Source: an optimization exercise on an open RTL-to-GDS flow (aim: small area, a short achievable clock period and few clock cycles). Production flows keep margins and buffers that such runs may drop. Function was checked by simulation only, so behaviour that the tests miss may differ from the original. No activity file was given, so power comes from the tool's default toggle rates.

== run 1 ==
==> flow/design.v <==
module JAM (
input CLK,
input RST,
output reg [2:0] W,
output reg [2:0] J,
input [6:0] Cost,
output reg [3:0] MatchCount,
output reg [9:0] MinCost,
output reg Valid );
localparam ST_HUNG  = 3'd0;
localparam ST_TIGHT = 3'd1;
localparam ST_RED   = 3'd2;
localparam ST_RYS   = 3'd3;
localparam ST_DONE  = 3'd4;
localparam [7:0] INF = 8'hff;
reg [2:0]  st;
reg [2:0]  row;           
reg        root;          
reg [63:0] nvf;           
reg [63:0] mvf;           
reg [23:0] wayf;          
reg [7:0]  wset;          
reg [23:0] pf;            
reg [7:0]  matched;
reg [7:0]  used;          
reg [7:0]  best;          
reg [2:0]  j1;
reg [7:0]  Kr;            
reg        post, mfr;
reg [2:0]  j1r;           
reg [6:0]  bestr;         
reg        isact;
reg [5:0]  tcnt;          
reg        vA, kA, lA, mA; reg [2:0] cA;
reg        vB, kB, lB; reg [2:0] cB; reg [8:0] YB;
reg        vD, lD;     reg [2:0] cD; reg [7:0] keyD; reg [7:0] mvD;
reg        aact;
reg [2:0]  jj;
reg [7:0]  tmask;
reg [2:0]  trow;
reg        vF, lF, sF;
reg        vQ, lQ, sQ;
reg [2:0]  i0r;           
function [3:0] pc8;
  input [7:0] x;
  pc8 = x[0] + x[1] + x[2] + x[3] + x[4] + x[5] + x[6] + x[7];
endfunction
function [3:0] mul4;
  input [3:0] a, b;
  mul4 = a * b;
endfunction
function any4;
  input [3:0] x;
  any4 = |x;
endfunction
function two4;
  input [3:0] x;
  two4 = (x[0] & x[1]) | (x[2] & x[3]) | ((x[0] | x[1]) & (x[2] | x[3]));
endfunction
function oneh;
  input [7:0] x;
  oneh = (any4(x[3:0]) ^ any4(x[7:4])) & ~two4(x[3:0]) & ~two4(x[7:4]);
endfunction
wire [63:0] T = mvf;
wire [7:0]  S  = wayf[7:0];
wire [7:0]  Rr = wayf[15:8];
wire [7:0]  Rc = wayf[23:16];
wire [31:0] F  = {nvf[59:56], nvf[51:48], nvf[43:40], nvf[35:32],
                  nvf[27:24], nvf[19:16], nvf[11:8],  nvf[3:0]};
wire [7:0]  Q  = {nvf[15:12], nvf[7:4]};
wire        hung  = (st == ST_HUNG);
wire        tight = (st == ST_TIGHT);
wire       lt_km  = keyD < mvD;
wire       lt_kb  = keyD < best;
wire       lt_mb  = mvD < best;
wire       take   = root || lt_km;
wire [7:0] nm     = take ? keyD : mvD;
wire       upd    = vD && hung && !used[cD];
wire       nlt    = upd && (take ? lt_kb : lt_mb);
wire       dec    = vD && lD && hung;
wire [7:0] bestf  = nlt ? nm : best;
wire [2:0] j1f    = nlt ? cD : j1;
wire       mf     = nlt ? matched[cD] : matched[j1];
wire [2:0] pj1f   = nlt ? pf[cD*3 +: 3] : pf[j1*3 +: 3];
wire       dec_cont = dec && mf;
wire       dec_end  = dec && !mf;
wire       nrow7  = (row == 3'd7);
wire [7:0] oh_d   = 8'd1 << cD;
wire       tfirst = (cD == 3'd0) || lt_kb;
wire [7:0] tmask_n = tfirst ? oh_d : ((keyD == best) ? (tmask | oh_d) : tmask);
wire        hiss = hung && isact && !post;
wire        tiss = tight && isact;
reg         issue_now;
reg  [2:0]  icol, irow;
reg         ik, il, im;
always @(*) begin
  issue_now = 1'b0; icol = 3'd0; irow = row; ik = 1'b0; il = 1'b0; im = 1'b1;
  if (dec_cont) begin
    issue_now = 1'b1; icol = j1f; irow = pj1f; ik = 1'b1; im = 1'b0;
  end else if (dec_end) begin
    issue_now = 1'b1; icol = 3'd0; irow = nrow7 ? 3'd0 : row + 3'd1;
  end else if (post) begin
    issue_now = !mfr; icol = 3'd1; irow = nrow7 ? 3'd0 : row + 3'd1;
  end else if (hiss) begin
    issue_now = 1'b1;
    icol = (root ? 3'd0 : j1r) + tcnt[2:0];
    irow = root ? row : i0r; il = (tcnt[2:0] == 3'd7); im = root;
  end else if (tiss) begin
    issue_now = 1'b1; icol = tcnt[2:0]; irow = tcnt[5:3]; il = (tcnt == 6'd63);
  end
end
wire [7:0] nvA    = nvf[cA*8 +: 8];
wire       pA     = used[cA];
wire       padd   = mA && pA;
wire       asub   = !mA;
wire [8:0] Zx     = kA ? ~{2'b0, bestr} : (asub ? ~{Kr[7], Kr} : (pA ? {2'b0, bestr} : 9'd0));
wire [8:0] Y      = {nvA[7], nvA} + Zx + {8'd0, asub};
wire       nvwe   = vA && (kA || padd);
wire [9:0] keyB   = {3'd0, Cost} + {YB[8], YB};
reg [7:0] fr, csel, mr;
integer r;
always @(*) begin
  fr = 8'd0; csel = 8'd0;
  for (r = 0; r < 8; r = r + 1) begin
    mr = T[r*8 +: 8] & Rc;
    if (Rr[r] && oneh(mr)) begin
      fr[r] = 1'b1;
      csel = csel | mr;
    end
  end
end
wire red_done = (fr == 8'd0);
wire [7:0] S_next = ((S | ~Rc) + 8'd1) & Rc;
reg  [31:0] fac;
always @(*) begin
  for (r = 0; r < 8; r = r + 1)
    fac[r*4 +: 4] = Rr[r] ? pc8(T[r*8 +: 8] & S) : 4'd1;
end
wire [3:0] q0 = mul4(mul4(F[3:0],   F[7:4]),   mul4(F[11:8],  F[15:12]));
wire [3:0] q1 = mul4(mul4(F[19:16], F[23:20]), mul4(F[27:24], F[31:28]));
wire [3:0] prod = mul4(Q[3:0], Q[7:4]);
always @(posedge CLK) begin
  if (RST) begin
    st <= ST_HUNG;
    row <= 3'd0; root <= 1'b1;
    nvf <= 64'd0; wset <= 8'd0; matched <= 8'd0; used <= 8'd0;
    best <= INF;
    post <= 1'b0;
    W <= 3'd0; J <= 3'd0;
    vA <= 1'b1; kA <= 1'b0; lA <= 1'b0; cA <= 3'd0; mA <= 1'b1;
    isact <= 1'b1; tcnt <= 6'd1;
    vB <= 1'b0; vD <= 1'b0;
    lB <= 1'b0; lD <= 1'b0;
    aact <= 1'b0;
    vF <= 1'b0; vQ <= 1'b0;
    MinCost <= 10'd0; MatchCount <= 4'd0; Valid <= 1'b0;
  end else begin
    vA <= issue_now; kA <= ik; lA <= il; cA <= icol; mA <= im;
    if (issue_now) begin
      W <= irow; J <= icol;
    end
    if (hiss || tiss) tcnt <= tcnt + 6'd1;
    if ((hiss && tcnt[2:0] == 3'd7) || (tiss && tcnt == 6'd63)) isact <= 1'b0;
    vB <= vA; kB <= kA; lB <= lA; cB <= cA; YB <= Y;
    if (nvwe) nvf[cA*8 +: 8] <= Y[7:0];
    if (vA && padd) used[cA] <= 1'b0;
    vD <= vB && !kB; lD <= lB; cD <= cB; keyD <= keyB[8] ? 8'hff : keyB[7:0];
    mvD <= mvf[cB*8 +: 8];
    if (vB && kB) Kr <= keyB[7:0];
    if (upd) begin
      if (take) mvf[cD*8 +: 8] <= keyD;
      if (take && !root) begin
        wayf[cD*3 +: 3] <= j1r;
        wset[cD] <= 1'b1;
      end
      if (nlt) begin
        best <= nm; j1 <= cD;
      end
    end
    post <= dec;
    if (dec) begin
      mfr <= mf; j1r <= j1f; bestr <= bestf[6:0]; i0r <= pj1f;
      isact <= 1'b0;
    end
    if (post) begin
      best <= INF;
      if (root) wset <= 8'd0;
      isact <= 1'b1;
      if (mfr) begin
        root <= 1'b0; used[j1r] <= 1'b1;
        tcnt <= 6'd1;
      end else begin
        MinCost <= MinCost + {3'd0, bestr};
        root <= 1'b1;
        tcnt <= 6'd2;
        if (nrow7) begin
          st <= ST_TIGHT; trow <= 3'd0;
        end else begin
          row <= row + 3'd1;
          aact <= 1'b1; jj <= j1r;
        end
      end
    end
    if (aact) begin
      matched[jj] <= 1'b1;
      if (wset[jj]) begin
        pf[jj*3 +: 3] <= pf[wayf[jj*3 +: 3]*3 +: 3];
        jj <= wayf[jj*3 +: 3];
      end else begin
        pf[jj*3 +: 3] <= row - 3'd1;
        aact <= 1'b0;
      end
    end
    if (tight && vD) begin
      if (tfirst) best <= keyD;
      tmask <= tmask_n;
      if (cD == 3'd7) begin
        mvf[trow*8 +: 8] <= tmask_n;
        trow <= trow + 3'd1;
        if (trow == 3'd7) begin
          st <= ST_RED; wayf[23:8] <= 16'hffff;
        end
      end
    end
    if (st == ST_RED) begin
      wayf[15:8]  <= Rr & ~fr;
      wayf[23:16] <= Rc & ~csel;
      if (red_done) begin
        st <= ST_RYS; wayf[7:0] <= 8'd0; MatchCount <= 4'd0;
      end
    end
    vF <= 1'b0;
    if (st == ST_RYS) begin
      vF <= 1'b1; sF <= (^S) ^ (^Rc); lF <= (S_next == 8'd0);
      for (r = 0; r < 8; r = r + 1) nvf[r*8 +: 4] <= fac[r*4 +: 4];
      wayf[7:0] <= S_next;
      if (S_next == 8'd0) st <= ST_DONE;
    end
    vQ <= vF; lQ <= lF; sQ <= sF;
    if (vF) begin
      nvf[7:4] <= q0; nvf[15:12] <= q1;
    end
    if (vQ) begin
      MatchCount <= sQ ? MatchCount - prod : MatchCount + prod;
      if (lQ) Valid <= 1'b1;
    end
  end
end
endmodule
Settings: LEC_CHECK=0, CAP_MARGIN=20, CORE_MARGIN=2, CORE_UTILIZATION=40, SETUP_SLACK_MARGIN=3.3, SLEW_MARGIN=20; clock period 7.0 ns.
run.sh (not shown) runs the stock make flow with config.mk's settings and CLKGATE_MAP_FILE= SYNTH_SCRIPT=/design/flow/synth_recipe.tcl, a recipe that flattens the netlist after the stock synthesis.
Testbench counts of run 1, summed over its fixed seeds: cycles 4,976.
> inputs changed (run 1 -> run 2)
--- a/flow/design.v
+++ b/flow/design.v
@@ -32,7 +32,7 @@
 reg        isact;
 reg [5:0]  tcnt;          
 reg        vA, kA, lA, mA; reg [2:0] cA;
-reg        vB, kB, lB; reg [2:0] cB; reg [8:0] YB;
+reg        vB, kB, lB; reg [2:0] cB; reg [7:0] YB;
 reg        vD, lD;     reg [2:0] cD; reg [7:0] keyD; reg [7:0] mvD;
 reg        aact;
 reg [2:0]  jj;
@@ -113,10 +113,10 @@
 wire       pA     = used[cA];
 wire       padd   = mA && pA;
 wire       asub   = !mA;
-wire [8:0] Zx     = kA ? ~{2'b0, bestr} : (asub ? ~{Kr[7], Kr} : (pA ? {2'b0, bestr} : 9'd0));
-wire [8:0] Y      = {nvA[7], nvA} + Zx + {8'd0, asub};
+wire [7:0] Zx     = kA ? ~{1'b0, bestr} : (asub ? ~Kr : (pA ? {1'b0, bestr} : 8'd0));
+wire [7:0] Y      = nvA + Zx + {7'd0, asub};
 wire       nvwe   = vA && (kA || padd);
-wire [9:0] keyB   = {3'd0, Cost} + {YB[8], YB};
+wire [9:0] keyB   = {3'd0, Cost} + {{2{YB[7]}}, YB};
 reg [7:0] fr, csel, mr;
 integer r;
 always @(*) begin
@@ -162,7 +162,7 @@
     if (hiss || tiss) tcnt <= tcnt + 6'd1;
     if ((hiss && tcnt[2:0] == 3'd7) || (tiss && tcnt == 6'd63)) isact <= 1'b0;
     vB <= vA; kB <= kA; lB <= lA; cB <= cA; YB <= Y;
-    if (nvwe) nvf[cA*8 +: 8] <= Y[7:0];
+    if (nvwe) nvf[cA*8 +: 8] <= Y;
     if (vA && padd) used[cA] <= 1'b0;
     vD <= vB && !kB; lD <= lB; cD <= cB; keyD <= keyB[8] ? 8'hff : keyB[7:0];
     mvD <= mvf[cB*8 +: 8];
- Run 2: full flow OK, the timing, design-rule and antenna checks passed
- For the critical path depth, run 2 came in 6 lower than run 1 did.
- Run 2 reports a lower clock power share than run 1 does.
- Per the comparison of run 2 with run 1, setup fix buffers added after clock tree synthesis moved up, number of global-route vias before repair saw a decrease.
- End of the critical path: wayf[3]$_DFFE_PN_ -> run 2, nvf[6]$_SDFFE_PP0P_ -> run 1
- Side by side, power turned out lower in run 2 than in run 1.
Testbench counts of run 2, summed over its fixed seeds: cycles 4,976.

re-timing with driven ports:
In the flow no input, the clock included, has a driving cell. The finished layouts below were timed again as built, in two steps. Step 1 sets driving cells, clkbuf_16 on the clock port and buf_2 on the other inputs (assumed; they add their load-dependent delay and slew). Step 2 also shifts input and output timing later by t, the mid clock arrival at the registers, as if the neighbouring blocks saw the same clock. a / b / c = ideal ports / drivers / drivers and shift; a / b = the first two.
| run | shift t [ns] | setup WS [ns] | clock arrival spread, ns | slew at the worst register clock pin (ns) | worst slew at a driven data input, ns |
|---|---|---|---|---|---|
| run 1 | 0.644 | 3.301 / 3.301 / 2.837 | 0.031 / 0.032 | 0.06 / 0.06 | 0.04 |
| run 2 | 0.627 | 3.357 / 3.357 / 3.149 | 0.027 / 0.027 | 0.07 / 0.07 | 0.03 |
After both steps setup and hold are still met in every run listed. The setup slack of run 1, which loses most, moves by 0.000 ns with the drivers and by -0.464 ns with both steps.
